This design comes from an exercise in tuning for small area on the open sky130 flow, not from production work. Only simulation tests tie the RTL to the original design; equivalence was not proved. No driver is modelled on the clock port, so clocking that relies on it looks cheaper here than on a real chip. No activity file was given, so power comes from the tool's default toggle rates.

run 1:
==> flow/design.v (excerpt) <==
module m_spi # (
    parameter   [31:00]         USER_CLK_RATE    = 32'd100_000_000  ,
    parameter   [31:00]         SPI_CLK_RATE     = 32'd2_500_000    ,
    parameter   [00:00]         MCS_VALID_LEVEL  = 0                ,
    parameter   [01:00]         SCK_MODE         = 2'b01            ,
    parameter   [15:00]         AWIDTH           = 16               ,
    parameter   [15:00]         DWIDTH           = 8
) (
    input                       user_clk                            ,
    input                       user_rst                            ,
    input                       i_rd_evt                            ,
    input                       i_wr_evt                            ,
    input       [DWIDTH-1:0]    i_wr_data                           ,
    input       [AWIDTH-1:0]    i_addr                              ,
    output reg                  o_rd_evt                            ,
    output reg  [DWIDTH-1:0]    o_rd_data                           ,
    output                      o_rw_done_evt                       ,
    output reg                  mcs                                 ,
    output reg                  sclk                                ,
    output reg                  mosi                                ,
    input                       miso
);
export LEC_CHECK = 0
export CAP_MARGIN = 20
export CORE_MARGIN = 2
export CORE_UTILIZATION = 40
export SLEW_MARGIN = 20
create_clock -name core_clock -period 5.0 [get_ports {user_clk}]
standard.sh (not shown) runs the stock make flow with config.mk's settings and CLKGATE_MAP_FILE= SYNTH_SCRIPT=/design/flow/synth_recipe.tcl, a recipe that flattens the netlist after the stock synthesis.
==> flow/flow/run.sh <==
#!/bin/bash
# Layout flow: the standard ORFS flow (standard.sh) with changes that only affect
# cell area:
#  * synthesis uses the standard synthesis script, except that ABC maps the combinational
#    logic with an area-oriented script (flow/abc_area.script); flip-flop mapping
#    (dfflibmap) and everything else is unchanged, so the registers are the same;
#  * ports are buffered with sky130_fd_sc_hd__buf_1 instead of the default buffer;
#  * the clock tree is 4 balanced sky130_fd_sc_hd__clkbuf_4, each driving the flip-flops
#    of one quadrant, inserted before CTS (flow/clkins_hook.tcl), in place of the H-tree.
set -euo pipefail
here=$(pwd)
sed 's#log_cmd abc {\*}\$abc_args#log_cmd abc {*}[lreplace $abc_args 1 1 '"$here"'/flow/abc_area.script]#' \
    "$FLOW_HOME/scripts/synth.tcl" > "$here/area_synth_core.tcl"
grep -q 'abc_area.script' "$here/area_synth_core.tcl"
sed "s#\$::env(SCRIPTS_DIR)/synth.tcl#$here/area_synth_core.tcl#" synth_recipe.tcl > "$here/area_synth.tcl"
grep -q 'area_synth_core.tcl' "$here/area_synth.tcl"
bash standard.sh SYNTH_SCRIPT="$here/area_synth.tcl" \
    "BUFFER_PORTS_ARGS=-buffer_cell sky130_fd_sc_hd__buf_1" \
    PRE_CTS_TCL="$here/flow/clkins_hook.tcl" \
    finish > "$here/flow_make.log" 2>&1
test -f out/final.def
==> flow/flow/abc_area.script <==
strash
dch
amap
Other scripts of this flow, unchanged in this note and not shown: flow/flow/clkins_hook.tcl
Run 1 completed; timing, DRC and antenna clean
> inputs changed (run 1 -> run 2)
diff --git a/flow/flow/run.sh b/flow/flow/run.sh
--- a/flow/flow/run.sh
+++ b/flow/flow/run.sh
@@ -6,0 +7 @@
+#  * global placement is not timing-driven (the design has several ns of slack);
@@ -19 +20 @@
-    PRE_CTS_TCL="$here/flow/clkins_hook.tcl" \
+    PRE_CTS_TCL="$here/flow/clkins_hook.tcl" GPL_TIMING_DRIVEN=0 \
==> flow/flow/abc_area.script <==
strash
dc2
dch -f
amap -F 4 -A 4
==> run summary <==
STATUS wire length of the first global-routing pass: run 2 loses against run 1. reg -> reg as the critical path start-end classification was reported by run 2, and reg -> out by run 1. Status: utilization parity (run 2, run 1). Re via count: run 1 and run 2 aren't equal, and the higher value belongs to run 1. Total placed instance area was higher in run 1 than in run 2. On share of layout cells above drive strength 1, run 1 and run 2 are basically level. Comparing run 1 and run 2, the lower hold slack is on run 1. Area: run 2 vs run 1 -> run 2 smaller. Maximum fanout count along the critical path is lower on run 1. Run 2 ends up with a achievable clock frequency that is 28% lower than in run 1. Max total power across run 1 and run 2: run 1. Run 2 does worse than run 1 on routed wire length.

violet:
Another version of the RTL of m_spi (not shown whole).
For scale: ~47 flip-flops, ~42 I/O pins, roughly 1700 sq um of cells after synthesis.
## m_spi
module m_spi # (
    parameter   [31:00]         USER_CLK_RATE    = 32'd100_000_000  ,
    parameter   [31:00]         SPI_CLK_RATE     = 32'd2_500_000    ,
    parameter   [00:00]         MCS_VALID_LEVEL  = 0                ,
    parameter   [01:00]         SCK_MODE         = 2'b01            ,
    parameter   [15:00]         AWIDTH           = 16               ,
    parameter   [15:00]         DWIDTH           = 8
) (
    input                       user_clk                            ,
    input                       user_rst                            ,
    input                       i_rd_evt                            ,
    input                       i_wr_evt                            ,
    input       [DWIDTH-1:0]    i_wr_data                           ,
    input       [AWIDTH-1:0]    i_addr                              ,
    output reg                  o_rd_evt                            ,
    output reg  [DWIDTH-1:0]    o_rd_data                           ,
    output                      o_rw_done_evt                       ,
    output reg                  mcs                                 ,
    output reg                  sclk                                ,
    output                      mosi                                ,
    input                       miso
);
Settings: LEC_CHECK=0, CAP_MARGIN=20, CORE_MARGIN=2, CORE_UTILIZATION=40, SLEW_MARGIN=20; clock period 5.0 ns.
==> flow/flow/run.sh <==
#!/bin/bash
# Layout flow: the standard ORFS flow (standard.sh) with changes that only affect
# cell area:
#  * synthesis uses the standard synthesis script, except that ABC maps the combinational
#    logic with an area-oriented script (flow/abc_area.script) and adders are left to ABC
#    (ADDER_MAP_FILE empty); flip-flop mapping (dfflibmap) and everything else is
#    unchanged, so the registers are the same;
#  * ports are buffered with sky130_fd_sc_hd__buf_1 instead of the default buffer;
#  * the clock tree is NK balanced clock buffers, each driving the flip-flops of one
#    group of nearby flip-flops, inserted before CTS (flow/clkins_hook.tcl), in place
#    of TritonCTS's H-tree.
set -euo pipefail
here=$(pwd)
sed 's#log_cmd abc {\*}\$abc_args#log_cmd abc {*}[lreplace $abc_args 1 1 '"$here"'/flow/abc_area.script]#' \
    "$FLOW_HOME/scripts/synth.tcl" > "$here/area_synth_core.tcl"
grep -q 'abc_area.script' "$here/area_synth_core.tcl"
sed "s#\$::env(SCRIPTS_DIR)/synth.tcl#$here/area_synth_core.tcl#" synth_recipe.tcl > "$here/area_synth.tcl"
grep -q 'area_synth_core.tcl' "$here/area_synth.tcl"
bash standard.sh SYNTH_SCRIPT="$here/area_synth.tcl" ADDER_MAP_FILE= \
    "BUFFER_PORTS_ARGS=-buffer_cell sky130_fd_sc_hd__buf_1" \
    PRE_CTS_TCL="$here/flow/clkins_hook.tcl" \
    finish > "$here/flow_make.log" 2>&1
test -f out/final.def
==> flow/flow/clkins_hook.tcl <==
# PRE_CTS hook: drive the clock sinks through NK buffers of type BUF, one per group of
# nearby sinks, in place of TritonCTS's H-tree; the clock port then drives only those
# buffers. clock_tree_synthesis is then told to skip these nets.
set K [expr {[info exists ::env(CLK_NK)] ? $::env(CLK_NK) : 3}]
set BUF [expr {[info exists ::env(CLK_BUF)] ? $::env(CLK_BUF) : "sky130_fd_sc_hd__clkbuf_8"}]
set block [ord::get_db_block]
set net [$block findNet user_clk]
set pts {}
foreach it [$net getITerms] {
  set bb [[$it getInst] getBBox]
  lappend pts [list "[[$it getInst] getName]/[[$it getMTerm] getName]" [expr {([$bb xMin]+[$bb xMax])/2}] [expr {([$bb yMin]+[$bb yMax])/2}]]
}
proc split2 {pts idx} {
  set s [lsort -integer -index $idx $pts]
  set h [expr {[llength $s]/2}]
  return [list [lrange $s 0 [expr {$h-1}]] [lrange $s $h end]]
}
if {$K == 1} { set groups [list $pts]
} elseif {$K == 2} { set groups [split2 $pts 1]
} elseif {$K == 3} {
  set s [lsort -integer -index 1 $pts]; set n [llength $s]; set a [expr {$n/3}]; set b [expr {2*$n/3}]
  set groups [list [lrange $s 0 [expr {$a-1}]] [lrange $s $a [expr {$b-1}]] [lrange $s $b end]]
} else {
  set groups {}
  foreach g [split2 $pts 1] { foreach h [split2 $g 2] { lappend groups $h } }
}
set dbu [$block getDbUnitsPerMicron]
set gi 0
foreach g $groups {
  set sx 0; set sy 0; set pins {}
  foreach p $g { lappend pins [get_pins [lindex $p 0]]; set sx [expr {$sx+[lindex $p 1]}]; set sy [expr {$sy+[lindex $p 2]}] }
  set n [llength $g]
  insert_buffer -buffer_cell $BUF -net user_clk -load_pins $pins \
    -location [list [expr {$sx/$n/double($dbu)}] [expr {$sy/$n/double($dbu)}]] \
    -buffer_name clkbuf_leaf_$gi -net_name clknet_leaf_$gi
  incr gi
}
set skip {}
foreach it [$net getITerms] {
  set onet [[[$it getInst] findITerm X] getNet]
  $onet setSigType CLOCK
  lappend skip [$onet getName]
}
$net setSigType CLOCK
lappend skip user_clk
puts "clock buffers: $gi x $BUF; nets $skip"
set_cts_config -skip_nets $skip
Other scripts of this flow, unchanged in this note and not shown: flow/flow/abc_area.script
What onyx does differently from violet at the input level:
diff --git a/flow/flow/clkins_hook.tcl b/flow/flow/clkins_hook.tcl
--- a/flow/flow/clkins_hook.tcl
+++ b/flow/flow/clkins_hook.tcl
@@ -3,4 +3,4 @@
 # buffers. clock_tree_synthesis is then told to skip these nets.
-set K [expr {[info exists ::env(CLK_NK)] ? $::env(CLK_NK) : 3}]
-set BUF [expr {[info exists ::env(CLK_BUF)] ? $::env(CLK_BUF) : "sky130_fd_sc_hd__clkbuf_8"}]
+set K [expr {[info exists ::env(CLK_NK)] ? $::env(CLK_NK) : 4}]
+set BUF [expr {[info exists ::env(CLK_BUF)] ? $::env(CLK_BUF) : "sky130_fd_sc_hd__clkbuf_4"}]
 set block [ord::get_db_block]
==> comparison <==
Compared to violet, onyx has area overhead of the layout relative to synthesis 0.68 points lower.
Delta(clock period minus worst slack, onyx - violet) < 0
Between onyx and violet, it is onyx whose routed wire length on met3 is lower, by 9 microns.
Setup slack improves in onyx relative to violet.
Relative to violet, sequential fraction of total cell area increased by 0.31 points in onyx.
Against violet, largest voltage drop on the vdd net in onyx rose slightly.
Diff violet -> onyx: power in combinational cells barely changed; total power per unit cell area dropped about 1.1%; fraction of synthesis flops using an asynchronous set or reset pin barely changed; summed area of non-filler cells in the final layout dropped 0.58%; detailed router's first-iteration violation count climbed 12%.

[separate check: timing with driven ports]
In the flow no input, the clock included, has a driving cell. The finished layouts below were timed again as built, in two steps. Step 1, drivers: a clkbuf_16 drives user_clk and a buf_2 each remaining input, both assumed. Step 2 adds t to the input delays and takes it off the output delays; t is the mean of the earliest and latest rising clock arrival at the registers after step 1. Input paths then give back, and output paths get back, about the clock's delay inside the block. a / b / c = ideal / step 1 / step 2; a / b = the first two.
run | t (ns) | setup WS [ns] | hold slack, ns | worst setup path at the end | worst register clock-pin slew, ns
run 1 | 0.212 | 2.670 / 2.627 / 2.840 | 0.443 / 0.443 / 0.443 | register to output | 0.12 / 0.12
run 2 | 0.215 | 1.780 / 1.780 / 1.780 | 0.448 / 0.448 / 0.448 | register to register | 0.12 / 0.12
violet | 0.196 | 1.591 / 1.591 / 1.591 | 0.460 / 0.460 / 0.460 | register to register | 0.09 / 0.09
onyx | 0.215 | 1.628 / 1.628 / 1.628 | 0.463 / 0.463 / 0.463 | register to register | 0.12 / 0.12
After both steps every run listed still meets setup and hold.
